What follows belongs to an exercise in optimizing a design on an open flow for small area, a short achievable clock period and few clock cycles per item; a production flow would make more cautious choices.
No functional check of the RTL was part of any run shown here.
Power is estimated from default activity; no workload was simulated.

<file path="flow/run.sh">
#!/bin/bash
# Own layout flow: the standard ORFS flow with two changes.
#  1. After the standard synthesis, flow/polarity.py picks the polarity of
#     each full adder (self-dual) and simple gate so that the inverters Yosys's
#     extract_fa leaves around full adders go away.  Registers, ports and the
#     function are unchanged.
#  2. The port buffers that buffer_ports inserts are sky130_fd_sc_hd__buf_1
#     instead of its default (the slow clkdlybuf4s50_1 delay buffer).
# Each step writes its full output to a log file in this folder.
set -euo pipefail
RES=$PWD/orfs/results/${FLOW_PLATFORM}/dut/base
bash standard.sh synth > standard_synth.log 2>&1
cp $RES/1_2_yosys.v synth_standard.v
python3 flow/polarity.py $FLOW_HOME/platforms/sky130hd/lib/sky130_fd_sc_hd__tt_025C_1v80.lib \
    synth_standard.v $RES/1_2_yosys.v > polarity.log 2>&1
rm -f $RES/1_synth.odb $RES/1_synth.sdc
export BUFFER_PORTS_ARGS="-buffer_cell sky130_fd_sc_hd__buf_1"
bash standard.sh finish > standard_finish.log 2>&1
</file>
<file path="flow/polarity.py">
#!/usr/bin/env python3
"""Polarity clean-up of a flat Yosys gate netlist (sky130hd).

Yosys's extract_fa often wraps full adders in inverters on every input and
output (a full adder is self-dual: FA(~a,~b,~c) = ~FA(a,b,c)).  This script
chooses, for every full adder / majority cell, whether to use it in true or
complemented form, and for every simple gate whether to use it or its
complement (and2 <-> nand2, o21a <-> o21ai, ...), so that the inverters the
netlist needs, and the cell area, are smallest.  Every signal keeps its
function; registers, ports and their nets are untouched.

usage: polarity.py LIBERTY IN.v OUT.v
"""
import re, sys, random

lib, src, dst = sys.argv[1:4]

# ---- cell areas from the liberty
areas = {}
for m in re.finditer(r'cell\s*\(\s*"?(sky130_fd_sc_hd__\w+)"?\s*\)\s*\{', open(lib).read()):
    pass
libtxt = open(lib).read()
for m in re.finditer(r'cell\s*\(\s*"?(sky130_fd_sc_hd__\w+)"?\s*\)\s*\{(.*?)\barea\s*:\s*([\d.]+)', libtxt, re.S):
    areas[m.group(1)] = float(m.group(3))

P = 'sky130_fd_sc_hd__'
OUTPINS = {'X', 'Y', 'Q', 'Q_N', 'SUM', 'COUT', 'HI', 'LO'}
SELFDUAL = {'fa': ['A', 'B', 'CIN'], 'maj3': ['A', 'B', 'C']}
PAIRS = [('and2', 'nand2'), ('and3', 'nand3'), ('and4', 'nand4'), ('or2', 'nor2'),
         ('or3', 'nor3'), ('or4', 'nor4'), ('xor2', 'xnor2'), ('xor3', 'xnor3'),
         ('and2b', 'nand2b'), ('or2b', 'nor2b'), ('and3b', 'nand3b'), ('or3b', 'nor3b'),
         ('and4b', 'nand4b'), ('or4b', 'nor4b'), ('and4bb', 'nand4bb'), ('or4bb', 'nor4bb'),
         ('a21o', 'a21oi'), ('o21a', 'o21ai'), ('a211o', 'a211oi'), ('o211a', 'o211ai'),
         ('a22o', 'a22oi'), ('o22a', 'o22ai'), ('a31o', 'a31oi'), ('o31a', 'o31ai'),
         ('a32o', 'a32oi'), ('o32a', 'o32ai'), ('a41o', 'a41oi'), ('o41a', 'o41ai'),
         ('a221o', 'a221oi'), ('o221a', 'o221ai'), ('a311o', 'a311oi'), ('o311a', 'o311ai'),
         ('a2111o', 'a2111oi'), ('o2111a', 'o2111ai'), ('a21bo', 'a21boi'), ('o21ba', 'o21bai'),
         ('a2bb2o', 'a2bb2oi'), ('o2bb2a', 'o2bb2ai'), ('mux2', 'mux2i')]
COMP = {}
for a, b in PAIRS:
    COMP[a] = b; COMP[b] = a

def base_drive(t):
    m = re.fullmatch(P + r'(\w+?)_(\d+)', t)
    return (m.group(1), m.group(2)) if m else (None, None)

def complement(t):
    b, d = base_drive(t)
    if b not in COMP:
        return None
    c = COMP[b]
    if P + c + '_' + d in areas:
        return P + c + '_' + d
    # nearest available drive
    opts = sorted((int(re.search(r'_(\d+)$', n).group(1)), n) for n in areas
                  if re.fullmatch(P + c + r'_\d+', n))
    for dd, n in opts:
        if dd >= max(1, int(d)):
            return n
    return opts[-1][1] if opts else None

text = open(src).read()
mod = re.search(r'module\s+(\w+)\s*\((.*?)\);(.*)endmodule', text, re.S)
body = mod.group(3)
outports = set()
for m in re.finditer(r'^\s*output\s+(\[(\d+):(\d+)\]\s*)?(\S+?);', body, re.M):
    if m.group(1):
        hi, lo = int(m.group(2)), int(m.group(3))
        for i in range(min(hi, lo), max(hi, lo) + 1):
            outports.add(f'{m.group(4)}[{i}]')
    else:
        outports.add(m.group(4))

cellre = re.compile(r'^\s*(sky130_fd_sc_hd__\w+)\s+(\S+)\s*\((.*?)\);', re.S | re.M)
cells = []
for m in cellre.finditer(body):
    pins = [(p, n.strip()) for p, n in re.findall(r'\.(\w+)\(([^()]*)\)', m.group(3))]
    cells.append({'type': m.group(1), 'name': m.group(2), 'pins': pins, 'span': m.span()})
assert 'assign' not in body, 'netlist has assign statements'

def is_inv(c):
    b, _ = base_drive(c['type'])
    return b in ('inv', 'clkinv')

driver = {}
for i, c in enumerate(cells):
    for p, n in c['pins']:
        if p in OUTPINS:
            driver[n] = (i, p)

# inverters treated as inverters: those whose output is not a port net
invcell = set()
for i, c in enumerate(cells):
    if is_inv(c):
        out = dict(c['pins'])['Y']
        if out not in outports:
            invcell.add(i)

def root(n):
    q = 0
    seen = 0
    while n in driver and driver[n][0] in invcell:
        n = dict(cells[driver[n][0]]['pins'])['A']
        q ^= 1
        seen += 1
        assert seen < 100
    return n, q

# flippable cells
kind = {}
for i, c in enumerate(cells):
    if i in invcell:
        continue
    b, _ = base_drive(c['type'])
    outs = [n for p, n in c['pins'] if p in OUTPINS]
    if any(o in outports for o in outs):
        continue
    if b in SELFDUAL:
        kind[i] = 'sd'
    elif complement(c['type']):
        kind[i] = 'gate'

# loads: (cell index, pin, root, parity)
loads = []
for i, c in enumerate(cells):
    if i in invcell:
        continue
    for p, n in c['pins']:
        if p in OUTPINS:
            continue
        r, q = root(n)
        loads.append([i, p, r, q])
# output ports as loads (only if their net is driven through a removable inverter)
for o in outports:
    r, q = root(o)
    if r != o:
        loads.append([-1, o, r, q])

roots_loads = {}
for k, l in enumerate(loads):
    roots_loads.setdefault(l[2], []).append(k)
cell_inroots = {}
for k, l in enumerate(loads):
    if l[0] >= 0:
        cell_inroots.setdefault(l[0], set()).add(l[2])
cell_outroots = {}
for r in roots_loads:
    if r in driver and driver[r][0] not in invcell:
        cell_outroots.setdefault(driver[r][0], set()).add(r)

flip = {i: 0 for i in kind}
INV = areas[P + 'inv_1']

def eff(k):
    i, p, r, q = loads[k]
    e = q
    if i >= 0 and kind.get(i) == 'sd' and p in SELFDUAL[base_drive(cells[i]['type'])[0]]:
        e ^= flip[i]
    if r in driver:
        d = driver[r][0]
        if d in flip:
            e ^= flip[d]
    return e

def root_cost(r):
    return INV if any(eff(k) for k in roots_loads.get(r, [])) else 0.0

def cell_area(i):
    t = cells[i]['type']
    if kind.get(i) == 'gate' and flip[i]:
        t = complement(t)
    return areas[t]

def affected(i):
    s = set(cell_outroots.get(i, ()))
    if kind[i] == 'sd':
        s |= cell_inroots.get(i, set())
    return s

def total():
    return sum(root_cost(r) for r in roots_loads) + sum(cell_area(i) for i in kind)

before = total()
rng = random.Random(1)
order = list(kind)

def move_delta(i):
    rs = affected(i)
    c0 = sum(root_cost(r) for r in rs) + cell_area(i)
    flip[i] ^= 1
    c1 = sum(root_cost(r) for r in rs) + cell_area(i)
    flip[i] ^= 1
    return c1 - c0

# simulated annealing over single flips, then greedy descent; keep the best
cur = before
best = cur
best_flip = dict(flip)
steps = 200 * len(order) if order else 0
T0, T1 = 3.0, 0.02
for k in range(steps):
    T = T0 * (T1 / T0) ** (k / max(1, steps - 1))
    i = order[rng.randrange(len(order))]
    d = move_delta(i)
    if d <= 0 or rng.random() < pow(2.718281828, -d / T):
        flip[i] ^= 1
        cur += d
        if cur < best - 1e-9:
            best = cur
            best_flip = dict(flip)
flip.update(best_flip)
improved = True
while improved:
    improved = False
    for i in order:
        if move_delta(i) < -1e-9:
            flip[i] ^= 1
            improved = True
after = total()

# ---- rebuild
def fmt(n):
    return n + ' ' if n.startswith('\\') else n

newwires = []
neg_net = {}
newcells = []
ninv = 0
for r in roots_loads:
    if any(eff(k) for k in roots_loads[r]):
        nm = f'pol_n{ninv}'
        ninv += 1
        neg_net[r] = nm
        newwires.append(nm)
        newcells.append(f'  {P}inv_1 pol_inv{ninv} (\n    .A({fmt(r)}),\n    .Y({nm})\n  );\n')
conn = {}
portfix = []
for k, l in enumerate(loads):
    i, p, r, q = l
    net = neg_net[r] if eff(k) else r
    if i >= 0:
        conn[(i, p)] = net
    else:
        # output port net: drive it with a buffer from the right polarity
        portfix.append((p, net))
for p, net in portfix:
    newcells.append(f'  {P}buf_1 pol_obuf_{len(newcells)} (\n    .A({fmt(net)}),\n    .X({fmt(p)})\n  );\n')

def render(i, c):
    t = c['type']
    if kind.get(i) == 'gate' and flip[i]:
        t = complement(t)
    parts = []
    for p, n in c['pins']:
        if p in OUTPINS:
            if kind.get(i) == 'gate' and flip[i]:
                p = 'Y' if p == 'X' else 'X'
            parts.append(f'    .{p}({fmt(n)})')
        else:
            parts.append(f'    .{p}({fmt(conn[(i, p)])})')
    return f'  {t} {c["name"]} (\n' + ',\n'.join(parts) + '\n  );\n'

out = []
pos = 0
for i, c in enumerate(cells):
    s, e = c['span']
    out.append(body[pos:s])
    if i not in invcell:
        out.append(render(i, c).rstrip('\n').lstrip('\n'))
    pos = e
out.append(body[pos:])
newbody = ''.join(out)
decl = ''.join(f'  wire {w};\n' for w in newwires)
newbody = decl + newbody.rstrip() + '\n' + ''.join(newcells)
res = text[:mod.start(3)] + newbody + '\nendmodule' + text[mod.end():]
open(dst, 'w').write(res)
nflip = sum(flip.values())
print(f'polarity: {len(invcell)} inverters before, {ninv} after; {nflip} cells flipped '
      f'({sum(1 for i in flip if flip[i] and kind[i]=="sd")} self-dual); '
      f'{len(portfix)} port buffers; area of inverters+flippable {before:.1f} -> {after:.1f}')
</file>
<file path="standard.sh">
#!/bin/bash
# synth_recipe.tcl (not shown) runs the flow's synth.tcl, then flattens the netlist and writes it again
# the make line also repeats each setting of config.mk as NAME=value (left out here)
make -C /OpenROAD-flow-scripts/flow DESIGN_CONFIG=/design/flow/config.mk WORK_HOME=/design/flow/orfs CLKGATE_MAP_FILE= SYNTH_SCRIPT=/design/flow/synth_recipe.tcl "${@:-finish}"
</file>
<file path="config.mk">
export PLATFORM = sky130hd
export DESIGN_NAME = dut
export DESIGN_NICKNAME = dut
export VERILOG_FILES = /design/flow/design.v
export SDC_FILE = /design/flow/constraint.sdc
export NUM_CORES = 4
export LEC_CHECK = 0
export CAP_MARGIN = 20
export CORE_MARGIN = 2
export CORE_UTILIZATION = 65
export CTS_BUF_LIST = sky130_fd_sc_hd__clkbuf_16
export CTS_CLUSTER_SIZE = 30
export PLACE_DENSITY = 0.75
export SETUP_SLACK_MARGIN = 3.75
export SLEW_MARGIN = 20
</file>
<file path="constraint.sdc">
create_clock -name core_clock -period 7.5 [get_ports {clk}]
set_input_delay 1.5000 -clock core_clock [delete_from_list [all_inputs] [get_ports {clk}]]
set_output_delay 1.5000 -clock core_clock [all_outputs]
set_load 0.01 [all_outputs]
</file>
<file path="design.v">
`timescale 1ns/1ps
module dut #(
    parameter int DATAW = 16
)(
    input  wire                 clk,
    input  wire                 rst_n,
    input  wire                 in_valid,
    output wire                 in_ready,
    input  wire signed [DATAW-1:0] in_data,
    output reg                  out_valid,
    input  wire                 out_ready,
    output wire signed [2*DATAW-1:0] out_data
);
    reg         v1;         
    reg  [15:0] a1;         
    wire        en2 = !out_valid || out_ready;    
    wire        en1 = !v1 || en2;                 
    assign in_ready = en1;
    wire        s    = in_data[15];
    wire [15:0] z;    
    assign z[0] = 1'b0;
    genvar gi;
    generate for (gi = 0; gi < 15; gi = gi + 1) begin : g_abs
        assign z[gi+1] = z[gi] | (s & in_data[gi]);
    end endgenerate
    wire [15:0] absx = in_data ^ z;
    always @(posedge clk or negedge rst_n) begin
        if (!rst_n) begin
            v1        <= 1'b0;
            out_valid <= 1'b0;
        end else begin
            if (en1) v1 <= in_valid;
            if (en2) out_valid <= v1;
        end
    end
    always @(posedge clk) begin
        if (in_valid && en1) a1 <= absx;
    end
    wire [14:0] m = a1[14:0];
    wire pp_0_1 = m[0] & m[1];
    wire pp_0_2 = m[0] & m[2];
    wire pp_0_3 = m[0] & m[3];
    wire pp_0_4 = m[0] & m[4];
    wire pp_0_5 = m[0] & m[5];
    wire pp_0_6 = m[0] & m[6];
    wire pp_0_7 = m[0] & m[7];
    wire pp_0_8 = m[0] & m[8];
    wire pp_0_9 = m[0] & m[9];
    wire pp_0_10 = m[0] & m[10];
    wire pp_0_11 = m[0] & m[11];
    wire pp_0_12 = m[0] & m[12];
    wire pp_0_13 = m[0] & m[13];
    wire pp_0_14 = m[0] & m[14];
    wire pp_1_2 = m[1] & m[2];
    wire pp_1_3 = m[1] & m[3];
    wire pp_1_4 = m[1] & m[4];
    wire pp_1_5 = m[1] & m[5];
    wire pp_1_6 = m[1] & m[6];
    wire pp_1_7 = m[1] & m[7];
    wire pp_1_8 = m[1] & m[8];
    wire pp_1_9 = m[1] & m[9];
    wire pp_1_10 = m[1] & m[10];
    wire pp_1_11 = m[1] & m[11];
    wire pp_1_12 = m[1] & m[12];
    wire pp_1_13 = m[1] & m[13];
    wire pp_1_14 = m[1] & m[14];
    wire pp_2_3 = m[2] & m[3];
    wire pp_2_4 = m[2] & m[4];
    wire pp_2_5 = m[2] & m[5];
    wire pp_2_6 = m[2] & m[6];
    wire pp_2_7 = m[2] & m[7];
    wire pp_2_8 = m[2] & m[8];
    wire pp_2_9 = m[2] & m[9];
    wire pp_2_10 = m[2] & m[10];
    wire pp_2_11 = m[2] & m[11];
    wire pp_2_12 = m[2] & m[12];
    wire pp_2_13 = m[2] & m[13];
    wire pp_2_14 = m[2] & m[14];
    wire pp_3_4 = m[3] & m[4];
    wire pp_3_5 = m[3] & m[5];
    wire pp_3_6 = m[3] & m[6];
    wire pp_3_7 = m[3] & m[7];
    wire pp_3_8 = m[3] & m[8];
    wire pp_3_9 = m[3] & m[9];
    wire pp_3_10 = m[3] & m[10];
    wire pp_3_11 = m[3] & m[11];
    wire pp_3_12 = m[3] & m[12];
    wire pp_3_13 = m[3] & m[13];
    wire pp_3_14 = m[3] & m[14];
    wire pp_4_5 = m[4] & m[5];
    wire pp_4_6 = m[4] & m[6];
    wire pp_4_7 = m[4] & m[7];
    wire pp_4_8 = m[4] & m[8];
    wire pp_4_9 = m[4] & m[9];
    wire pp_4_10 = m[4] & m[10];
    wire pp_4_11 = m[4] & m[11];
    wire pp_4_12 = m[4] & m[12];
    wire pp_4_13 = m[4] & m[13];
    wire pp_4_14 = m[4] & m[14];
    wire pp_5_6 = m[5] & m[6];
    wire pp_5_7 = m[5] & m[7];
    wire pp_5_8 = m[5] & m[8];
    wire pp_5_9 = m[5] & m[9];
    wire pp_5_10 = m[5] & m[10];
    wire pp_5_11 = m[5] & m[11];
    wire pp_5_12 = m[5] & m[12];
    wire pp_5_13 = m[5] & m[13];
    wire pp_5_14 = m[5] & m[14];
    wire pp_6_7 = m[6] & m[7];
    wire pp_6_8 = m[6] & m[8];
    wire pp_6_9 = m[6] & m[9];
    wire pp_6_10 = m[6] & m[10];
    wire pp_6_11 = m[6] & m[11];
    wire pp_6_12 = m[6] & m[12];
    wire pp_6_13 = m[6] & m[13];
    wire pp_6_14 = m[6] & m[14];
    wire pp_7_8 = m[7] & m[8];
    wire pp_7_9 = m[7] & m[9];
    wire pp_7_10 = m[7] & m[10];
    wire pp_7_11 = m[7] & m[11];
    wire pp_7_12 = m[7] & m[12];
    wire pp_7_13 = m[7] & m[13];
    wire pp_7_14 = m[7] & m[14];
    wire pp_8_9 = m[8] & m[9];
    wire pp_8_10 = m[8] & m[10];
    wire pp_8_11 = m[8] & m[11];
    wire pp_8_12 = m[8] & m[12];
    wire pp_8_13 = m[8] & m[13];
    wire pp_8_14 = m[8] & m[14];
    wire pp_9_10 = m[9] & m[10];
    wire pp_9_11 = m[9] & m[11];
    wire pp_9_12 = m[9] & m[12];
    wire pp_9_13 = m[9] & m[13];
    wire pp_9_14 = m[9] & m[14];
    wire pp_10_11 = m[10] & m[11];
    wire pp_10_12 = m[10] & m[12];
    wire pp_10_13 = m[10] & m[13];
    wire pp_10_14 = m[10] & m[14];
    wire pp_11_12 = m[11] & m[12];
    wire pp_11_13 = m[11] & m[13];
    wire pp_11_14 = m[11] & m[14];
    wire pp_12_13 = m[12] & m[13];
    wire pp_12_14 = m[12] & m[14];
    wire pp_13_14 = m[13] & m[14];
    wire hs0 = m[6] ^ pp_0_11;
    wire hc0 = m[6] & pp_0_11;
    wire hs1 = pp_0_12 ^ pp_1_11;
    wire hc1 = pp_0_12 & pp_1_11;
    wire fs2 = m[7] ^ pp_0_13 ^ pp_1_12;
    wire fc2 = (m[7] & pp_0_13) | (m[7] & pp_1_12) | (pp_0_13 & pp_1_12);
    wire hs3 = pp_2_11 ^ pp_3_10;
    wire hc3 = pp_2_11 & pp_3_10;
    wire fs4 = pp_0_14 ^ pp_1_13 ^ pp_2_12;
    wire fc4 = (pp_0_14 & pp_1_13) | (pp_0_14 & pp_2_12) | (pp_1_13 & pp_2_12);
    wire hs5 = pp_3_11 ^ pp_4_10;
    wire hc5 = pp_3_11 & pp_4_10;
    wire fs6 = m[8] ^ pp_1_14 ^ pp_2_13;
    wire fc6 = (m[8] & pp_1_14) | (m[8] & pp_2_13) | (pp_1_14 & pp_2_13);
    wire fs7 = pp_3_12 ^ pp_4_11 ^ pp_5_10;
    wire fc7 = (pp_3_12 & pp_4_11) | (pp_3_12 & pp_5_10) | (pp_4_11 & pp_5_10);
    wire fs8 = pp_2_14 ^ pp_3_13 ^ pp_4_12;
    wire fc8 = (pp_2_14 & pp_3_13) | (pp_2_14 & pp_4_12) | (pp_3_13 & pp_4_12);
    wire fs9 = m[9] ^ pp_3_14 ^ pp_4_13;
    wire fc9 = (m[9] & pp_3_14) | (m[9] & pp_4_13) | (pp_3_14 & pp_4_13);
    wire hs10 = m[4] ^ pp_0_7;
    wire hc10 = m[4] & pp_0_7;
    wire hs11 = pp_0_8 ^ pp_1_7;
    wire hc11 = pp_0_8 & pp_1_7;
    wire fs12 = m[5] ^ pp_0_9 ^ pp_1_8;
    wire fc12 = (m[5] & pp_0_9) | (m[5] & pp_1_8) | (pp_0_9 & pp_1_8);
    wire hs13 = pp_2_7 ^ pp_3_6;
    wire hc13 = pp_2_7 & pp_3_6;
    wire fs14 = pp_0_10 ^ pp_1_9 ^ pp_2_8;
    wire fc14 = (pp_0_10 & pp_1_9) | (pp_0_10 & pp_2_8) | (pp_1_9 & pp_2_8);
    wire hs15 = pp_3_7 ^ pp_4_6;
    wire hc15 = pp_3_7 & pp_4_6;
    wire fs16 = pp_1_10 ^ pp_2_9 ^ pp_3_8;
    wire fc16 = (pp_1_10 & pp_2_9) | (pp_1_10 & pp_3_8) | (pp_2_9 & pp_3_8);
    wire fs17 = pp_4_7 ^ pp_5_6 ^ hs0;
    wire fc17 = (pp_4_7 & pp_5_6) | (pp_4_7 & hs0) | (pp_5_6 & hs0);
    wire fs18 = pp_2_10 ^ pp_3_9 ^ pp_4_8;
    wire fc18 = (pp_2_10 & pp_3_9) | (pp_2_10 & pp_4_8) | (pp_3_9 & pp_4_8);
    wire fs19 = pp_5_7 ^ hc0 ^ hs1;
    wire fc19 = (pp_5_7 & hc0) | (pp_5_7 & hs1) | (hc0 & hs1);
    wire fs20 = pp_4_9 ^ pp_5_8 ^ pp_6_7;
    wire fc20 = (pp_4_9 & pp_5_8) | (pp_4_9 & pp_6_7) | (pp_5_8 & pp_6_7);
    wire fs21 = hc1 ^ hs3 ^ fs2;
    wire fc21 = (hc1 & hs3) | (hc1 & fs2) | (hs3 & fs2);
    wire fs22 = pp_5_9 ^ pp_6_8 ^ hc3;
    wire fc22 = (pp_5_9 & pp_6_8) | (pp_5_9 & hc3) | (pp_6_8 & hc3);
    wire fs23 = hs5 ^ fc2 ^ fs4;
    wire fc23 = (hs5 & fc2) | (hs5 & fs4) | (fc2 & fs4);
    wire fs24 = pp_6_9 ^ pp_7_8 ^ hc5;
    wire fc24 = (pp_6_9 & pp_7_8) | (pp_6_9 & hc5) | (pp_7_8 & hc5);
    wire fs25 = fc4 ^ fs6 ^ fs7;
    wire fc25 = (fc4 & fs6) | (fc4 & fs7) | (fs6 & fs7);
    wire fs26 = pp_5_11 ^ pp_6_10 ^ pp_7_9;
    wire fc26 = (pp_5_11 & pp_6_10) | (pp_5_11 & pp_7_9) | (pp_6_10 & pp_7_9);
    wire fs27 = fc6 ^ fc7 ^ fs8;
    wire fc27 = (fc6 & fc7) | (fc6 & fs8) | (fc7 & fs8);
    wire fs28 = pp_5_12 ^ pp_6_11 ^ pp_7_10;
    wire fc28 = (pp_5_12 & pp_6_11) | (pp_5_12 & pp_7_10) | (pp_6_11 & pp_7_10);
    wire fs29 = pp_8_9 ^ fc8 ^ fs9;
    wire fc29 = (pp_8_9 & fc8) | (pp_8_9 & fs9) | (fc8 & fs9);
    wire fs30 = pp_4_14 ^ pp_5_13 ^ pp_6_12;
    wire fc30 = (pp_4_14 & pp_5_13) | (pp_4_14 & pp_6_12) | (pp_5_13 & pp_6_12);
    wire fs31 = pp_7_11 ^ pp_8_10 ^ fc9;
    wire fc31 = (pp_7_11 & pp_8_10) | (pp_7_11 & fc9) | (pp_8_10 & fc9);
    wire fs32 = m[10] ^ pp_5_14 ^ pp_6_13;
    wire fc32 = (m[10] & pp_5_14) | (m[10] & pp_6_13) | (pp_5_14 & pp_6_13);
    wire fs33 = pp_7_12 ^ pp_8_11 ^ pp_9_10;
    wire fc33 = (pp_7_12 & pp_8_11) | (pp_7_12 & pp_9_10) | (pp_8_11 & pp_9_10);
    wire fs34 = pp_6_14 ^ pp_7_13 ^ pp_8_12;
    wire fc34 = (pp_6_14 & pp_7_13) | (pp_6_14 & pp_8_12) | (pp_7_13 & pp_8_12);
    wire fs35 = m[11] ^ pp_10_11 ^ pp_7_14;
    wire fc35 = (m[11] & pp_10_11) | (m[11] & pp_7_14) | (pp_10_11 & pp_7_14);
    wire hs36 = m[3] ^ pp_0_5;
    wire hc36 = m[3] & pp_0_5;
    wire hs37 = pp_0_6 ^ pp_1_5;
    wire hc37 = pp_0_6 & pp_1_5;
    wire fs38 = pp_1_6 ^ pp_2_5 ^ pp_3_4;
    wire fc38 = (pp_1_6 & pp_2_5) | (pp_1_6 & pp_3_4) | (pp_2_5 & pp_3_4);
    wire fs39 = pp_2_6 ^ pp_3_5 ^ hc10;
    wire fc39 = (pp_2_6 & pp_3_5) | (pp_2_6 & hc10) | (pp_3_5 & hc10);
    wire fs40 = pp_4_5 ^ hc11 ^ hs13;
    wire fc40 = (pp_4_5 & hc11) | (pp_4_5 & hs13) | (hc11 & hs13);
    wire fs41 = hc13 ^ hs15 ^ fc12;
    wire fc41 = (hc13 & hs15) | (hc13 & fc12) | (hs15 & fc12);
    wire fs42 = hc15 ^ fc14 ^ fs16;
    wire fc42 = (hc15 & fc14) | (hc15 & fs16) | (fc14 & fs16);
    wire fs43 = fc16 ^ fs18 ^ fc17;
    wire fc43 = (fc16 & fs18) | (fc16 & fc17) | (fs18 & fc17);
    wire fs44 = fc18 ^ fs20 ^ fc19;
    wire fc44 = (fc18 & fs20) | (fc18 & fc19) | (fs20 & fc19);
    wire fs45 = fc20 ^ fs22 ^ fc21;
    wire fc45 = (fc20 & fs22) | (fc20 & fc21) | (fs22 & fc21);
    wire fs46 = fc22 ^ fs24 ^ fc23;
    wire fc46 = (fc22 & fs24) | (fc22 & fc23) | (fs24 & fc23);
    wire fs47 = fs26 ^ fc24 ^ fc25;
    wire fc47 = (fs26 & fc24) | (fs26 & fc25) | (fc24 & fc25);
    wire fs48 = fc26 ^ fs28 ^ fc27;
    wire fc48 = (fc26 & fs28) | (fc26 & fc27) | (fs28 & fc27);
    wire fs49 = fc28 ^ fs30 ^ fc29;
    wire fc49 = (fc28 & fs30) | (fc28 & fc29) | (fs30 & fc29);
    wire fs50 = fc30 ^ fs32 ^ fs33;
    wire fc50 = (fc30 & fs32) | (fc30 & fs33) | (fs32 & fs33);
    wire fs51 = pp_9_11 ^ fc32 ^ fc33;
    wire fc51 = (pp_9_11 & fc32) | (pp_9_11 & fc33) | (fc32 & fc33);
    wire fs52 = pp_8_13 ^ pp_9_12 ^ fc34;
    wire fc52 = (pp_8_13 & pp_9_12) | (pp_8_13 & fc34) | (pp_9_12 & fc34);
    wire fs53 = pp_10_12 ^ pp_8_14 ^ pp_9_13;
    wire fc53 = (pp_10_12 & pp_8_14) | (pp_10_12 & pp_9_13) | (pp_8_14 & pp_9_13);
    wire fs54 = m[12] ^ pp_10_13 ^ pp_11_12;
    wire fc54 = (m[12] & pp_10_13) | (m[12] & pp_11_12) | (pp_10_13 & pp_11_12);
    wire hs55 = m[2] ^ pp_0_3;
    wire hc55 = m[2] & pp_0_3;
    wire hs56 = pp_0_4 ^ pp_1_3;
    wire hc56 = pp_0_4 & pp_1_3;
    wire fs57 = pp_1_4 ^ pp_2_3 ^ hs36;
    wire fc57 = (pp_1_4 & pp_2_3) | (pp_1_4 & hs36) | (pp_2_3 & hs36);
    wire fs58 = pp_2_4 ^ hc36 ^ hs37;
    wire fc58 = (pp_2_4 & hc36) | (pp_2_4 & hs37) | (hc36 & hs37);
    wire fs59 = hc37 ^ hs10 ^ fs38;
    wire fc59 = (hc37 & hs10) | (hc37 & fs38) | (hs10 & fs38);
    wire fs60 = hs11 ^ fc38 ^ fs39;
    wire fc60 = (hs11 & fc38) | (hs11 & fs39) | (fc38 & fs39);
    wire fs61 = fs12 ^ fc39 ^ fs40;
    wire fc61 = (fs12 & fc39) | (fs12 & fs40) | (fc39 & fs40);
    wire fs62 = fs14 ^ fc40 ^ fs41;
    wire fc62 = (fs14 & fc40) | (fs14 & fs41) | (fc40 & fs41);
    wire fs63 = fs17 ^ fc41 ^ fs42;
    wire fc63 = (fs17 & fc41) | (fs17 & fs42) | (fc41 & fs42);
    wire fs64 = fs19 ^ fc42 ^ fs43;
    wire fc64 = (fs19 & fc42) | (fs19 & fs43) | (fc42 & fs43);
    wire fs65 = fs21 ^ fc43 ^ fs44;
    wire fc65 = (fs21 & fc43) | (fs21 & fs44) | (fc43 & fs44);
    wire fs66 = fs23 ^ fc44 ^ fs45;
    wire fc66 = (fs23 & fc44) | (fs23 & fs45) | (fc44 & fs45);
    wire fs67 = fs25 ^ fc45 ^ fs46;
    wire fc67 = (fs25 & fc45) | (fs25 & fs46) | (fc45 & fs46);
    wire fs68 = fs27 ^ fc46 ^ fs47;
    wire fc68 = (fs27 & fc46) | (fs27 & fs47) | (fc46 & fs47);
    wire fs69 = fs29 ^ fc47 ^ fs48;
    wire fc69 = (fs29 & fc47) | (fs29 & fs48) | (fc47 & fs48);
    wire fs70 = fs31 ^ fc48 ^ fs49;
    wire fc70 = (fs31 & fc48) | (fs31 & fs49) | (fc48 & fs49);
    wire fs71 = fc31 ^ fs50 ^ fc49;
    wire fc71 = (fc31 & fs50) | (fc31 & fc49) | (fs50 & fc49);
    wire fs72 = fs34 ^ fc50 ^ fs51;
    wire fc72 = (fs34 & fc50) | (fs34 & fs51) | (fc50 & fs51);
    wire fs73 = fs35 ^ fc51 ^ fs52;
    wire fc73 = (fs35 & fc51) | (fs35 & fs52) | (fc51 & fs52);
    wire fs74 = fc35 ^ fs53 ^ fc52;
    wire fc74 = (fc35 & fs53) | (fc35 & fc52) | (fs53 & fc52);
    wire fs75 = pp_9_14 ^ fc53 ^ fs54;
    wire fc75 = (pp_9_14 & fc53) | (pp_9_14 & fs54) | (fc53 & fs54);
    wire fs76 = pp_10_14 ^ pp_11_13 ^ fc54;
    wire fc76 = (pp_10_14 & pp_11_13) | (pp_10_14 & fc54) | (pp_11_13 & fc54);
    wire fs77 = m[13] ^ pp_11_14 ^ pp_12_13;
    wire fc77 = (m[13] & pp_11_14) | (m[13] & pp_12_13) | (pp_11_14 & pp_12_13);
    wire [29:0] ra = {1'b0, m[14], pp_12_14, fs77, fc75, fs75, fc73, fc72, fs72, fc70, fc69, fc68, fc67, fc66, fc65, fc64, fc63, fc62, fc61, fc60, fc59, fc58, fc57, hc56, hc55, pp_1_2, pp_0_2, m[1], 1'b0, m[0]};
    wire [29:0] rb = {1'b0, pp_13_14, fc77, fc76, fs76, fc74, fs74, fs73, fc71, fs71, fs70, fs69, fs68, fs67, fs66, fs65, fs64, fs63, fs62, fs61, fs60, fs59, fs58, fs57, hs56, hs55, 1'b0, pp_0_1, 1'b0, 1'b0};
    reg f_r;    
    reg [29:0] s_r;    
    reg [6:0] g_r;    
    wire [11:0] bs0 = {1'b0, ra[10:0]} + {1'b0, rb[10:0]};
    wire [3:0] bs1 = {1'b0, ra[13:11]} + {1'b0, rb[13:11]};
    wire [2:0] bs2 = {1'b0, ra[15:14]} + {1'b0, rb[15:14]};
    wire [2:0] bs3 = {1'b0, ra[17:16]} + {1'b0, rb[17:16]};
    wire [2:0] bs4 = {1'b0, ra[19:18]} + {1'b0, rb[19:18]};
    wire [2:0] bs5 = {1'b0, ra[21:20]} + {1'b0, rb[21:20]};
    wire [3:0] bs6 = {1'b0, ra[24:22]} + {1'b0, rb[24:22]};
    wire [5:0] bs7 = {1'b0, ra[29:25]} + {1'b0, rb[29:25]};
    always @(posedge clk) begin
        if (v1 && en2) begin
            f_r <= a1[15];
            s_r[10:0] <= bs0[10:0];
            g_r[0] <= bs0[11];
            s_r[13:11] <= bs1[2:0];
            g_r[1] <= bs1[3];
            s_r[15:14] <= bs2[1:0];
            g_r[2] <= bs2[2];
            s_r[17:16] <= bs3[1:0];
            g_r[3] <= bs3[2];
            s_r[19:18] <= bs4[1:0];
            g_r[4] <= bs4[2];
            s_r[21:20] <= bs5[1:0];
            g_r[5] <= bs5[2];
            s_r[24:22] <= bs6[2:0];
            g_r[6] <= bs6[3];
            s_r[29:25] <= bs7[4:0];
        end
    end
    wire bp1 = &s_r[13:11];
    wire bp2 = &s_r[15:14];
    wire bp3 = &s_r[17:16];
    wire bp4 = &s_r[19:18];
    wire bp5 = &s_r[21:20];
    wire bp6 = &s_r[24:22];
    wire pg0 = g_r[1] | (bp1 & g_r[0]);
    wire pg1 = g_r[3] | (bp3 & g_r[2]);
    wire pp1 = bp3 & bp2;
    wire pg2 = g_r[2] | (bp2 & pg0);
    wire pg3 = pg1 | (pp1 & pg0);
    wire pg4 = g_r[5] | (bp5 & g_r[4]);
    wire pp4 = bp5 & bp4;
    wire pg5 = g_r[6] | (bp6 & pg4);
    wire pp5 = bp6 & pp4;
    wire pg6 = g_r[4] | (bp4 & pg3);
    wire pg7 = pg4 | (pp4 & pg3);
    wire pg8 = pg5 | (pp5 & pg3);
    wire [29:0] sq;
    assign sq[10:0] = s_r[10:0];
    assign sq[11] = s_r[11] ^ (g_r[0]);
    assign sq[12] = s_r[12] ^ (g_r[0] & s_r[11]);
    assign sq[13] = s_r[13] ^ (g_r[0] & s_r[11] & s_r[12]);
    assign sq[14] = s_r[14] ^ (pg0);
    assign sq[15] = s_r[15] ^ (pg0 & s_r[14]);
    assign sq[16] = s_r[16] ^ (pg2);
    assign sq[17] = s_r[17] ^ (pg2 & s_r[16]);
    assign sq[18] = s_r[18] ^ (pg3);
    assign sq[19] = s_r[19] ^ (pg3 & s_r[18]);
    assign sq[20] = s_r[20] ^ (pg6);
    assign sq[21] = s_r[21] ^ (pg6 & s_r[20]);
    assign sq[22] = s_r[22] ^ (pg7);
    assign sq[23] = s_r[23] ^ (pg7 & s_r[22]);
    assign sq[24] = s_r[24] ^ (pg7 & s_r[22] & s_r[23]);
    assign sq[25] = s_r[25] ^ (pg8);
    assign sq[26] = s_r[26] ^ (pg8 & s_r[25]);
    assign sq[27] = s_r[27] ^ (pg8 & s_r[25] & s_r[26]);
    assign sq[28] = s_r[28] ^ (pg8 & s_r[25] & s_r[26] & s_r[27]);
    assign sq[29] = s_r[29] ^ (pg8 & s_r[25] & s_r[26] & s_r[27] & s_r[28]);
    assign out_data = {1'b0, f_r, sq[29:2], 1'b0, sq[0]};
endmodule
</file>
==> metrics.md, run 1 <==
| Metric | Value |
|---|---|
| Crit-path max FO | `2` |
| Crit Path Category | `reg -> out` |
| HPWL Detailed | `7.15 mm` |
| Max Freq | `254 MHz` |
| Slew Limit Fails | `0` |
| CTS Buf Count | `5` |
| Worst path bufs/invs | `2` |
| Pin count of the biggest net entering global routing | `38` |
| Cell area power density | `279 nW/µm²` |
| Slowest cell on crit path | `edfxtp_1` |
| # placed instances | `582` |
| Cell area after synthesis | `5340 µm²` |
| WL final | `9.59 mm` |
| Final total power | `0.00165 W` |
| Vias | `3,348` |
| RSZ-0062 raised after global routing | `yes` |
| Initial antenna violation count | `0` |
| Critical path endpoint category | `output port` |
| Post-route insts no fill | `607` |
| Final number of setup-violating endpoints | `0` |
| Skew final | `7.80 ps` |
| CP peak stage delay | `360 ps` |
| Pleak | `2.56 nW` |
| Root Buffer | `clkbuf_16` |
| WP data arrival | `2440 ps` |
| Setup TNS | `0 ps` |
| Layout area overhead | `10.7%` |
| CTS tree | `yes` |
| Ant. Diodes | `0` |
| Synth Warn # | `1` |
| Worst Tran Pin Value | `700 ps` |
| Startpoint Class | `flop` |
| Cell Rows | `33` |
| Initial Util | `0.660` |
| Sinks on Clock Net | `55` |
| Total gr overflow | `0` |
| GR Util All Layers | `0.231` |
| Peak supply drop | `0.124 mV` |
| Period utilization | `0.526` |
| DRT antenna net count | `0` |
| Worst-Skew Late Latency | `300 ps` |
| Min cycle time layout | `3940 ps` |
| CTS Hold Bufs | `0` |
| Core area | `8090 µm²` |
| Die width | `94.7 µm` |
| Final hold viol count | `0` |
| Synth Area per Inst | `11.8 µm²` |
| Number of global-route vias before repair | `3,411` |
| Global-route wire length before repair | `15.8 mm` |
| Pre-antenna DRT Iters | `4` |
| Final nets | `638` |
| Crit-path cells | `a41o_1 -> nor2_2 -> o41a_4 -> inv_4 -> a41o_1 -> ha_2 -> ha_4 -> ha_4 -> ha_4 -> xor2_1 -> buf_2` |
| Maxcap violations | `0` |
| HP Class | `reg -> reg` |
| Critical path's most frequent cell | `ha_4` |
| # DRC | `0` |
| I/O pins | `54` |
| Fraction of layout cells with a size suffix above 1 | `0.104` |
| Clock Path Buffers | `2` |
| Gpl congestion | `0.857` |
| WL per Instance | `15.8 µm` |
| Outcome | `finished clean` |
| PortBufs | `51` |
| Cells after synthesis | `453` |
| H-tree Lvls | `2` |
| Clk pin slew, worst setup/hold paths | `80 ps` |
| DR iter-0 viols | `162` |
| Vias per cell | `5.52` |
| CP Data Required Time | `6000 ps` |
| Relative slew margins | `0.533` |
| Die Ht | `94.7 µm` |
| Die area | `8960 µm²` |
| Delay-heaviest family, CP | `compound AO/OA/AOI/OAI gates` |
## worst register-to-register path, stage by stage (launching register included)
cell	delay, ps
edfxtp_1	640
inv_1	170
fa_1	550
fa_1	420
inv_1	120
fa_1	440
fa_1	390
ha_1	220
fa_1	420
## metrics by stage
step | util | worst slack [ps] | cell area [µm²] | hold WS, ps
after CTS | 0.718 | 3530 | 5810 | 449
after floorplan | - | 3880 | 5350 | 400
after detailed placement | 0.682 | 3610 | 5520 | 417
after global placement | 0.682 | 3640 | 5520 | 417
final | 0.731 | 3560 | 5920 | 444
after global routing | 0.731 | 3450 | 5920 | 461
## report_power, final
group,internal (W),switching [W],total (W)
clock,0.000159,0.000111,0.000270
sequential,0.000478,0.0000654,0.000543
combinational,0.000394,0.000441,0.000835
## layout make-up
type / count / area (µm²)
fillers: 604 / 2180
repair buffers: 69 / 345
inverters: 30 / 115
well taps: 105 / 131
flip-flops and latches: 55 / 1640
clock buffers: 5 / 125
multi-input cells: 340 / 3510
clock inverters: 3 / 47.5
## placed cells by master (no fill, tap or decap), types with 3 or more instances in the layout
cell type   n
fa_1       70
and2_1     69
edfxtp_1   53
buf_1      46
nand2_1    41
ha_1       41
inv_1      29
xnor2_1    23
buf_4      18
xor2_1     11
a21o_1      8
o21ai_0     6
nor2_1      6
a21oi_1     5
nand2b_1    5
ha_4        5
clkbuf_16   5
nor2b_1     4
nand3b_1    3
o31ai_2     3
## per-layer routing
| metal | GRT usage | up-vias | share of wire | wire, µm |
|---|---|---|---|---|
| li1 | - | 1589 | - | - |
| met2 | 0.401 | 68 | 0.52 | 4950 |
| met1 | 0.306 | 1677 | 0.43 | 4110 |
| met5 | 0 | - | 0 | 0 |
| met4 | 0.0616 | 0 | 0.017 | 160 |
| met3 | 0.0319 | 14 | 0.038 | 369 |
## state kept, by name (all words and copies together) (netlist names)
name       flops
f_r            1
g_r            7
a1            16
out_valid      1
v1             1
s_r           29
## final timing paths
check                                       start                    end  slack [ps]  cells after the start
worst max-delay path            s_r[13]$_DFFE_PP_           out_data[29]        3560                     11
worst min-delay path             a1[15]$_DFFE_PP_          f_r$_DFFE_PP_         440                      0
worst max register to register    a1[8]$_DFFE_PP_      s_r[19]$_DFFE_PP_        3860                      8
worst min register to register   a1[15]$_DFFE_PP_          f_r$_DFFE_PP_         440                      0
max in group asynchronous                   rst_n  out_valid$_DFFE_PN0P_        6410                      1
min in group asynchronous                   rst_n         v1$_DFFE_PN0N_         970                      1
## repair_timing
item | CTS | global route
gates resized for setup | 21 | 1
buffers inserted | 3 | 14
pin swaps | 7 | 3
setup endpoints to repair | 5 | 7
==> run 2: changes to the inputs <==
--- a/design.v
+++ b/design.v
@@ -351,24 +351,36 @@
     wire pg8 = pg5 | (pp5 & pg3);
     wire [29:0] sq;
     assign sq[10:0] = s_r[10:0];
-    assign sq[11] = s_r[11] ^ (g_r[0]);
-    assign sq[12] = s_r[12] ^ (g_r[0] & s_r[11]);
-    assign sq[13] = s_r[13] ^ (g_r[0] & s_r[11] & s_r[12]);
-    assign sq[14] = s_r[14] ^ (pg0);
-    assign sq[15] = s_r[15] ^ (pg0 & s_r[14]);
-    assign sq[16] = s_r[16] ^ (pg2);
-    assign sq[17] = s_r[17] ^ (pg2 & s_r[16]);
-    assign sq[18] = s_r[18] ^ (pg3);
-    assign sq[19] = s_r[19] ^ (pg3 & s_r[18]);
-    assign sq[20] = s_r[20] ^ (pg6);
-    assign sq[21] = s_r[21] ^ (pg6 & s_r[20]);
-    assign sq[22] = s_r[22] ^ (pg7);
-    assign sq[23] = s_r[23] ^ (pg7 & s_r[22]);
-    assign sq[24] = s_r[24] ^ (pg7 & s_r[22] & s_r[23]);
-    assign sq[25] = s_r[25] ^ (pg8);
-    assign sq[26] = s_r[26] ^ (pg8 & s_r[25]);
-    assign sq[27] = s_r[27] ^ (pg8 & s_r[25] & s_r[26]);
-    assign sq[28] = s_r[28] ^ (pg8 & s_r[25] & s_r[26] & s_r[27]);
-    assign sq[29] = s_r[29] ^ (pg8 & s_r[25] & s_r[26] & s_r[27] & s_r[28]);
+    assign sq[11] = s_r[11] ^ g_r[0];
+    wire ao12 = &s_r[11:11];
+    assign sq[12] = s_r[12] ^ (g_r[0] & ao12);
+    wire ao13 = &s_r[12:11];
+    assign sq[13] = s_r[13] ^ (g_r[0] & ao13);
+    assign sq[14] = s_r[14] ^ pg0;
+    wire ao15 = &s_r[14:14];
+    assign sq[15] = s_r[15] ^ (pg0 & ao15);
+    assign sq[16] = s_r[16] ^ pg2;
+    wire ao17 = &s_r[16:16];
+    assign sq[17] = s_r[17] ^ (pg2 & ao17);
+    assign sq[18] = s_r[18] ^ pg3;
+    wire ao19 = &s_r[18:18];
+    assign sq[19] = s_r[19] ^ (pg3 & ao19);
+    assign sq[20] = s_r[20] ^ pg6;
+    wire ao21 = &s_r[20:20];
+    assign sq[21] = s_r[21] ^ (pg6 & ao21);
+    assign sq[22] = s_r[22] ^ pg7;
+    wire ao23 = &s_r[22:22];
+    assign sq[23] = s_r[23] ^ (pg7 & ao23);
+    wire ao24 = &s_r[23:22];
+    assign sq[24] = s_r[24] ^ (pg7 & ao24);
+    assign sq[25] = s_r[25] ^ pg8;
+    wire ao26 = &s_r[25:25];
+    assign sq[26] = s_r[26] ^ (pg8 & ao26);
+    wire ao27 = &s_r[26:25];
+    assign sq[27] = s_r[27] ^ (pg8 & ao27);
+    wire ao28 = &s_r[27:25];
+    assign sq[28] = s_r[28] ^ (pg8 & ao28);
+    wire ao29 = &s_r[28:25];
+    assign sq[29] = s_r[29] ^ (pg8 & ao29);
     assign out_data = {1'b0, f_r, sq[29:2], 1'b0, sq[0]};
 endmodule
==> metrics.md, run 2 <==
| Metric | Value |
|---|---|
| Peak supply drop | `0.144 mV (+16%)` |
| Initial antenna violation count | `0 (unchanged)` |
| Die area | `8910 µm² (-0.56%)` |
| CTS tree | `yes` |
| Critical path endpoint category | `output port` |
| Pre-antenna DRT Iters | `4 (unchanged)` |
| GR Util All Layers | `0.237 (+0.00641)` |
| Die Ht | `94.4 µm (-0.28%)` |
| Met1 Usage GRT | `0.314 (+0.00740)` |
| HP Class | `reg -> reg` |
| Worst hold margin | `424 ps (-20.8 ps)` |
| Crit-path max FO | `3 (+1)` |
| I/O pins | `54 (unchanged)` |
| Total gr overflow | `0 (unchanged)` |
| Skew final | `6.57 ps (-1.23 ps)` |
| Worst-Skew Late Latency | `290 ps (about the same)` |
| Gpl congestion | `0.810 (-5.5%)` |
| Vias per cell | `5.56 (+0.89%)` |
| Most frequent cells in the layout | `and2_1, fa_1, edfxtp_1, buf_1` |
| Clock Path Buffers | `2 (unchanged)` |
| Critical path's most frequent cell | `a31o_4` |
| Pleak | `2.54 nW (-0.90%)` |
| H-tree Lvls | `2 (unchanged)` |
| CTS Buf Count | `5 (unchanged)` |
| Setup TNS | `0 ps (unchanged)` |
| Crit-path cells | `a211oi_2 -> a211oi_4 -> buf_6 -> a31o_4 -> a31o_4 -> ha_4 -> xor2_1 -> buf_2` |
| Routing usage on met3 | `0.0319 (unchanged)` |
| Crit Path Category | `reg -> out` |
| Die width | `94.4 µm (-0.28%)` |
| Cell area after synthesis | `5310 µm² (-0.59%)` |
| Slowest cell on crit path | `edfxtp_1` |
| Busiest grt layer | `met2` |
| Final nets | `638 (unchanged)` |
| WP data arrival | `2170 ps (-270 ps)` |
| DRT antenna net count | `0 (unchanged)` |
| Worst Tran Pin Value | `823 ps (+122 ps)` |
| Max reg flops | `29 (unchanged)` |
| Ant. Diodes | `0 (unchanged)` |
| Layout area overhead | `10.3%` |
| Synth Area per Inst | `11.6 µm² (-1.5%)` |
| CTS Hold Bufs | `0 (unchanged)` |
| Cell area power density | `288 nW/µm² (+3.5%)` |
| Global-route wire length before repair | `16.2 mm (+2.7%)` |
| Relative slew margins | `0.452 (-0.0817)` |
| Final number of setup-violating endpoints | `0 (unchanged)` |
| Max Freq | `272 MHz (+7.3%)` |
| WL per Instance | `15.8 µm (+0.28%)` |
| Final hold viol count | `0 (unchanged)` |
| Initial Util | `0.680 (+0.0201)` |
| Fill count | `527 (-13%)` |
| CP Data Required Time | `6000 ps (about the same)` |
| Pin count of the biggest net entering global routing | `23 (-39%)` |
| RSZ-0062 raised after global routing | `no` |
| WL final | `9.65 mm (+0.62%)` |
| Core area | `7810 µm² (-3.5%)` |
| DR iter-0 viols | `175 (+8.0%)` |
| Met2 Track Usage GR | `0.414 (+0.0136)` |
| PortBufs | `51 (unchanged)` |
| HPWL Detailed | `7.19 mm (+0.56%)` |
| Most common library cell in the layout ignoring fill and taps | `and2_1` |
| Regs by FF count | `s_r (29), a1 (16), g_r (7)` |
| Root Buffer | `clkbuf_16` |
| Synth Warn # | `1 (unchanged)` |
| Sinks on Clock Net | `55 (unchanged)` |
| # DRC | `0 (unchanged)` |
| Fraction of layout cells with a size suffix above 1 | `0.0868 (-0.0168)` |
| Maxcap violations | `0 (unchanged)` |
| Startpoint Class | `flop` |
| Outcome | `finished clean` |
| Vias | `3,389 (+1.2%)` |
| Number of global-route vias before repair | `3,565 (+4.5%)` |
| CP peak stage delay | `420 ps (+60 ps)` |
| Cell Rows | `32 (-3.0%)` |
| Min cycle time layout | `3670 ps (-268 ps)` |
| Biggest register | `s_r` |
| Cells after synthesis | `457 (+0.88%)` |
| Period utilization | `0.490 (-0.0358)` |
| Slew Limit Fails | `0 (unchanged)` |
| Clk pin slew, worst setup/hold paths | `70 ps (about the same)` |
## run 2: cell types whose count changed in the layout (fill, tap and decap cells not counted), sizes merged, moves of 3 or more
cell | before | now
and2 | 69 | 79
nor2 | 7 | 10
o31ai | 5 | 2
inv | 31 | 24
xor2 | 11 | 14
ha | 47 | 42
nand3 | 1 | 5
## run 2: worst paths after layout
check,start,to,slack (ps),cells past startpoint
setup / recovery,g_r[3]$_DFFE_PP_,out_data[23],3830,8
hold / removal,a1[15]$_DFFE_PP_,f_r$_DFFE_PP_,420,0
setup reg to reg,a1[11]$_DFFE_PP_,s_r[19]$_DFFE_PP_,3860,7
hold reg to reg,a1[15]$_DFFE_PP_,f_r$_DFFE_PP_,420,0
max in group asynchronous,rst_n,out_valid$_DFFE_PN0P_,6410,1
min in group asynchronous,rst_n,v1$_DFFE_PN0N_,970,1
## run 2: layout make-up
| type | instances | area [µm²] | area share |
|---|---|---|---|
| clock buffers | 5 | 125 | 0.0214 |
| clock inverters | 3 | 47.5 | 0.00812 |
| inverters | 23 | 86.3 | 0.0147 |
| multi-input cells | 351 | 3490 | 0.595 |
| flip-flops and latches | 55 | 1640 | 0.280 |
| well taps | 102 | 128 | 0.0218 |
| repair buffers | 70 | 343 | 0.0585 |
## run 2: repair_timing
item,in CTS,in global routing
pin swaps,4,6
setup buffers,7,11
resized for setup,8,8
endpoints found under the setup margin,3,6
## run 2: critical path, delay by kind of cell (launching register included)
| kind | cells | cell delay (ps) |
|---|---|---|
| AOI/OAI and AO/OA | 4 | 870 |
| xor gates and xnor gates | 1 | 150 |
| adders and majority gates | 1 | 150 |
| buffers and inverters | 2 | 290 |
| DFF | 1 | 420 |
## run 2: metal layers
metal	routed length [µm]	vias to the layer above
met4	197	0
met2	4980	64
li1	-	1606
met5	0	-
met3	265	17
met1	4210	1702
## run 2: per-stage QoR
stage	utilization	worst slack [ps]	power [W]	cell area [µm²]	cells
after floorplan	-	4080	0.00113	5320	458
after global placement	0.702	3870	0.00131	5480	583
after detailed placement	0.702	3790	0.00135	5480	583
after CTS	0.735	3730	0.00167	5740	598
after global routing	0.750	3720	0.00183	5860	609
final	0.750	3830	0.00169	5860	609
## run 2: where the power goes
part,internal (W),switching (W)
combinational,0.000406,0.000453
sequential,0.000479,0.0000805
clock,0.000159,0.000110
==> run 3: changes to the inputs <==
--- a/design.v
+++ b/design.v
@@ -303,40 +303,40 @@
     reg f_r;    
     reg [29:0] s_r;    
     reg [6:0] g_r;    
-    wire [11:0] bs0 = {1'b0, ra[10:0]} + {1'b0, rb[10:0]};
-    wire [3:0] bs1 = {1'b0, ra[13:11]} + {1'b0, rb[13:11]};
-    wire [2:0] bs2 = {1'b0, ra[15:14]} + {1'b0, rb[15:14]};
-    wire [2:0] bs3 = {1'b0, ra[17:16]} + {1'b0, rb[17:16]};
-    wire [2:0] bs4 = {1'b0, ra[19:18]} + {1'b0, rb[19:18]};
-    wire [2:0] bs5 = {1'b0, ra[21:20]} + {1'b0, rb[21:20]};
-    wire [3:0] bs6 = {1'b0, ra[24:22]} + {1'b0, rb[24:22]};
-    wire [5:0] bs7 = {1'b0, ra[29:25]} + {1'b0, rb[29:25]};
+    wire [10:0] bs0 = {1'b0, ra[9:0]} + {1'b0, rb[9:0]};
+    wire [3:0] bs1 = {1'b0, ra[12:10]} + {1'b0, rb[12:10]};
+    wire [3:0] bs2 = {1'b0, ra[15:13]} + {1'b0, rb[15:13]};
+    wire [3:0] bs3 = {1'b0, ra[18:16]} + {1'b0, rb[18:16]};
+    wire [3:0] bs4 = {1'b0, ra[21:19]} + {1'b0, rb[21:19]};
+    wire [3:0] bs5 = {1'b0, ra[24:22]} + {1'b0, rb[24:22]};
+    wire [3:0] bs6 = {1'b0, ra[27:25]} + {1'b0, rb[27:25]};
+    wire [2:0] bs7 = {1'b0, ra[29:28]} + {1'b0, rb[29:28]};
     always @(posedge clk) begin
         if (v1 && en2) begin
             f_r <= a1[15];
-            s_r[10:0] <= bs0[10:0];
-            g_r[0] <= bs0[11];
-            s_r[13:11] <= bs1[2:0];
+            s_r[9:0] <= bs0[9:0];
+            g_r[0] <= bs0[10];
+            s_r[12:10] <= bs1[2:0];
             g_r[1] <= bs1[3];
-            s_r[15:14] <= bs2[1:0];
-            g_r[2] <= bs2[2];
-            s_r[17:16] <= bs3[1:0];
-            g_r[3] <= bs3[2];
-            s_r[19:18] <= bs4[1:0];
-            g_r[4] <= bs4[2];
-            s_r[21:20] <= bs5[1:0];
-            g_r[5] <= bs5[2];
-            s_r[24:22] <= bs6[2:0];
+            s_r[15:13] <= bs2[2:0];
+            g_r[2] <= bs2[3];
+            s_r[18:16] <= bs3[2:0];
+            g_r[3] <= bs3[3];
+            s_r[21:19] <= bs4[2:0];
+            g_r[4] <= bs4[3];
+            s_r[24:22] <= bs5[2:0];
+            g_r[5] <= bs5[3];
+            s_r[27:25] <= bs6[2:0];
             g_r[6] <= bs6[3];
-            s_r[29:25] <= bs7[4:0];
+            s_r[29:28] <= bs7[1:0];
         end
     end
-    wire bp1 = &s_r[13:11];
-    wire bp2 = &s_r[15:14];
-    wire bp3 = &s_r[17:16];
-    wire bp4 = &s_r[19:18];
-    wire bp5 = &s_r[21:20];
-    wire bp6 = &s_r[24:22];
+    wire bp1 = &s_r[12:10];
+    wire bp2 = &s_r[15:13];
+    wire bp3 = &s_r[18:16];
+    wire bp4 = &s_r[21:19];
+    wire bp5 = &s_r[24:22];
+    wire bp6 = &s_r[27:25];
     wire pg0 = g_r[1] | (bp1 & g_r[0]);
     wire pg1 = g_r[3] | (bp3 & g_r[2]);
     wire pp1 = bp3 & bp2;
@@ -350,37 +350,26 @@
     wire pg7 = pg4 | (pp4 & pg3);
     wire pg8 = pg5 | (pp5 & pg3);
     wire [29:0] sq;
-    assign sq[10:0] = s_r[10:0];
-    assign sq[11] = s_r[11] ^ g_r[0];
-    wire ao12 = &s_r[11:11];
-    assign sq[12] = s_r[12] ^ (g_r[0] & ao12);
-    wire ao13 = &s_r[12:11];
-    assign sq[13] = s_r[13] ^ (g_r[0] & ao13);
-    assign sq[14] = s_r[14] ^ pg0;
-    wire ao15 = &s_r[14:14];
-    assign sq[15] = s_r[15] ^ (pg0 & ao15);
-    assign sq[16] = s_r[16] ^ pg2;
-    wire ao17 = &s_r[16:16];
-    assign sq[17] = s_r[17] ^ (pg2 & ao17);
-    assign sq[18] = s_r[18] ^ pg3;
-    wire ao19 = &s_r[18:18];
-    assign sq[19] = s_r[19] ^ (pg3 & ao19);
-    assign sq[20] = s_r[20] ^ pg6;
-    wire ao21 = &s_r[20:20];
-    assign sq[21] = s_r[21] ^ (pg6 & ao21);
-    assign sq[22] = s_r[22] ^ pg7;
-    wire ao23 = &s_r[22:22];
-    assign sq[23] = s_r[23] ^ (pg7 & ao23);
-    wire ao24 = &s_r[23:22];
-    assign sq[24] = s_r[24] ^ (pg7 & ao24);
-    assign sq[25] = s_r[25] ^ pg8;
-    wire ao26 = &s_r[25:25];
-    assign sq[26] = s_r[26] ^ (pg8 & ao26);
-    wire ao27 = &s_r[26:25];
-    assign sq[27] = s_r[27] ^ (pg8 & ao27);
-    wire ao28 = &s_r[27:25];
-    assign sq[28] = s_r[28] ^ (pg8 & ao28);
-    wire ao29 = &s_r[28:25];
-    assign sq[29] = s_r[29] ^ (pg8 & ao29);
+    assign sq[9:0] = s_r[9:0];
+    assign sq[10] = s_r[10] ^ (g_r[0]);
+    assign sq[11] = s_r[11] ^ (g_r[0] & s_r[10]);
+    assign sq[12] = s_r[12] ^ (g_r[0] & s_r[10] & s_r[11]);
+    assign sq[13] = s_r[13] ^ (pg0);
+    assign sq[14] = s_r[14] ^ (pg0 & s_r[13]);
+    assign sq[15] = s_r[15] ^ (pg0 & s_r[13] & s_r[14]);
+    assign sq[16] = s_r[16] ^ (pg2);
+    assign sq[17] = s_r[17] ^ (pg2 & s_r[16]);
+    assign sq[18] = s_r[18] ^ (pg2 & s_r[16] & s_r[17]);
+    assign sq[19] = s_r[19] ^ (pg3);
+    assign sq[20] = s_r[20] ^ (pg3 & s_r[19]);
+    assign sq[21] = s_r[21] ^ (pg3 & s_r[19] & s_r[20]);
+    assign sq[22] = s_r[22] ^ (pg6);
+    assign sq[23] = s_r[23] ^ (pg6 & s_r[22]);
+    assign sq[24] = s_r[24] ^ (pg6 & s_r[22] & s_r[23]);
+    assign sq[25] = s_r[25] ^ (pg7);
+    assign sq[26] = s_r[26] ^ (pg7 & s_r[25]);
+    assign sq[27] = s_r[27] ^ (pg7 & s_r[25] & s_r[26]);
+    assign sq[28] = s_r[28] ^ (pg8);
+    assign sq[29] = s_r[29] ^ (pg8 & s_r[28]);
     assign out_data = {1'b0, f_r, sq[29:2], 1'b0, sq[0]};
 endmodule
==> metrics.md, run 3 <==
| Metric | Value |
|---|---|
| Outcome | `finished clean` |
| Skew final | `6.52 ps (-0.0479 ps)` |
| Cell area after synthesis | `5360 µm² (+0.97%)` |
| Max Freq | `268 MHz (-1.5%)` |
| CTS tree | `yes` |
| Post-Place Worst Slack | `3690 ps (-106 ps)` |
| Global-route wire length before repair | `16.2 mm (-0.51%)` |
| Vias per cell | `5.58 (+0.20%)` |
| Ant. Diodes | `0 (unchanged)` |
| Die width | `94.8 µm (+0.46%)` |
| Final hold viol count | `0 (unchanged)` |
| Regs by FF count | `s_r (29), a1 (16), g_r (7)` |
| Pleak | `2.67 nW (+5.1%)` |
| Flop pwr share | `0.324 (-0.007)` |
| Finished Cell Area | `5950 µm² (+1.5%)` |
| HP Class | `reg -> reg` |
| # DRC | `0 (unchanged)` |
| Clk pin slew, worst setup/hold paths | `70 ps (about the same)` |
| CTS Buf Count | `5 (unchanged)` |
| Root Buffer | `clkbuf_16` |
| Relative slew margins | `0.540 (+0.0883)` |
| Worst-Skew Late Latency | `300 ps (about the same)` |
| I/O pins | `54 (unchanged)` |
| Slew Limit Fails | `0 (unchanged)` |
| Period utilization | `0.497 (+0.00729)` |
| Synth Area per Inst | `12.0 µm² (+3.2%)` |
| Switch Pwr | `0.000641 W (-0.52%)` |
| DRT antenna net count | `0 (unchanged)` |
| Initial Util | `0.663 (-0.0176)` |
| Synth Warn # | `1 (unchanged)` |
| Layout area overhead | `10.9%` |
| WL per Instance | `16.0 µm (+1.0%)` |
| Sinks on Clock Net | `55 (unchanged)` |
| Vias | `3,418 (+0.86%)` |
| H-tree Lvls | `2 (unchanged)` |
| Maxcap violations | `0 (unchanged)` |
| Placement Cell Area | `5550 µm² (+1.1%)` |
| Number of global-route vias before repair | `3,527 (-1.1%)` |
| Pin count of the biggest net entering global routing | `38 (+65%)` |
| Final nets | `648 (+1.6%)` |
| Pre-antenna DRT Iters | `4 (unchanged)` |
| Gpl congestion | `0.813 (+0.35%)` |
| Fraction of layout cells with a size suffix above 1 | `0.104 (+0.0175)` |
| Biggest register | `s_r` |
| Startpoint Class | `flop` |
| Clock power frac | `0.144 (-0.016)` |
| CTS Hold Bufs | `0 (unchanged)` |
| Int Pwr | `0.00103 W (-1.8%)` |
| Most common library cell in the layout ignoring fill and taps | `and2_1` |
| Crit Path Category | `reg -> out` |
| HPWL Detailed | `7.09 mm (-1.4%)` |
| CP Data Required Time | `6000 ps (about the same)` |
| Worst Tran Pin Value | `690 ps (-132 ps)` |
| Clock Path Buffers | `2 (unchanged)` |
| Cell area power density | `280 nW/µm² (-2.8%)` |
| Most frequent cells in the layout | `and2_1, fa_1, edfxtp_1, ha_1, buf_1` |
| WP data arrival | `2230 ps (+60 ps)` |
| Max reg flops | `29 (unchanged)` |
| WL final | `9.81 mm (+1.7%)` |
| GR Util All Layers | `0.235 (-0.00175)` |
| Final core utilization | `0.735 (-0.0156)` |
| Setup TNS | `0 ps (unchanged)` |
| Cells after synthesis | `447 (-2.2%)` |
| # placed instances | `577 (-1.0%)` |
| Sw Ratio | `0.385 (+0.00316)` |
| Crit-path max FO | `3 (unchanged)` |
| Core area | `8090 µm² (+3.7%)` |
| RSZ-0062 raised after global routing | `yes` |
| Min cycle time layout | `3730 ps (+54.7 ps)` |
| Die area | `8990 µm² (+0.92%)` |
| Total gr overflow | `0 (unchanged)` |
| Die Ht | `94.8 µm (+0.46%)` |
| Peak supply drop | `0.132 mV (-7.9%)` |
| Final number of setup-violating endpoints | `0 (unchanged)` |
| Fill count | `586 (+11%)` |
| Cell Rows | `33 (+3.1%)` |
| Post-route insts no fill | `613 (+0.66%)` |
| Comb pwr share | `0.532 (+0.023)` |
| PortBufs | `51 (unchanged)` |
| Final WS setup | `3770 ps (-54.7 ps)` |
| Critical path endpoint category | `output port` |
| Initial antenna violation count | `0 (unchanged)` |
| DR iter-0 viols | `150 (-14%)` |
## run 3: what timing repair did
item	in CTS	in global routing
endpoints found under the hold margin	0	0
resized for setup	8	5
setup buffers	2	26
setup endpoints to repair	7	11
pin swaps	4	1
## run 3: metal layers
metal / vias up / GRT usage / routed length (µm)
li1: 1611 / - / -
met3: 16 / 0.0327 / 370
met5: - / 0 / 0
met1: 1710 / 0.313 / 4280
met2: 81 / 0.403 / 4970
met4: 0 / 0.0725 / 189
## run 3: worst paths after layout
path | startpoint | cells after the start | slack [ps] | endpoint
worst max-delay path | s_r[10]$_DFFE_PP_ | 8 | 3770 | out_data[29]
worst min-delay path | a1[15]$_DFFE_PP_ | 0 | 450 | f_r$_DFFE_PP_
worst max register to register | a1[11]$_DFFE_PP_ | 8 | 3870 | g_r[3]$_DFFE_PP_
worst min register to register | a1[15]$_DFFE_PP_ | 0 | 450 | f_r$_DFFE_PP_
max in group asynchronous | rst_n | 1 | 6380 | out_valid$_DFFE_PN0P_
min in group asynchronous | rst_n | 1 | 980 | v1$_DFFE_PN0N_
## run 3: final cells by class
type | count | area [µm²] | share of cell area
multi-input combinational | 340 | 3510 | 0.590
sequential | 55 | 1640 | 0.276
timing repair buffer | 80 | 422 | 0.0709
tap | 105 | 131 | 0.0221
clock buffer | 5 | 125 | 0.0210
inverter | 25 | 93.8 | 0.0158
clock inverter | 3 | 22.5 | 0.00379
## run 3: worst max-delay path: stages (launching register included)
cell and delay [ps]:
edfxtp_1 410, a41o_1 290, a41o_2 240, inv_2 80, o31ai_4 80, a221o_1 340, ha_1 200, xor2_1 150
buf_2 140
## run 3: power by group through the flow
stage	registers (W)	logic, W	clock network (W)
detailed placement	0.000553	0.000837	0
finish	0.000540	0.000886	0.000239
global route	0.000550	0.00102	0.000253
floorplan	0.000519	0.000654	0
CTS	0.000545	0.000866	0.000242
global placement	0.000545	0.000782	0
## run 3: metrics by stage
step,hold WS (ps),total power (W)
final,446,0.00167
after global routing,457,0.00182
after CTS,450,0.00165
after detailed placement,419,0.00139
after global placement,419,0.00133
after floorplan,400,0.00117

## separate check: timing with driven ports
No port has a modelled driver above. Below, the same layouts with a new extraction and two added sets of constraints.
Step 1 sets driving cells, clkbuf_16 on the clock port and buf_2 on the other inputs (assumed; they add their load-dependent delay and slew).
Step 2, shift: input delay + t, output delay - t, t = (earliest + latest rising clock arrival at the registers) / 2. This alone moves slack from input paths to output paths.
Slacks: ideal ports / drivers / drivers and shift; pairs: ideal ports / drivers.
run	t (ns)	slack for setup (ns)	worst slew at a driven data input, ns	cell pins on the clock port's net
run 1	0.332	3.558 / 3.520 / 3.852	0.04	1
run 2	0.328	3.826 / 3.790 / 3.863	0.03	1
run 3	0.334	3.771 / 3.733 / 3.871	0.04	1
After both steps setup and hold are still met in every run listed.
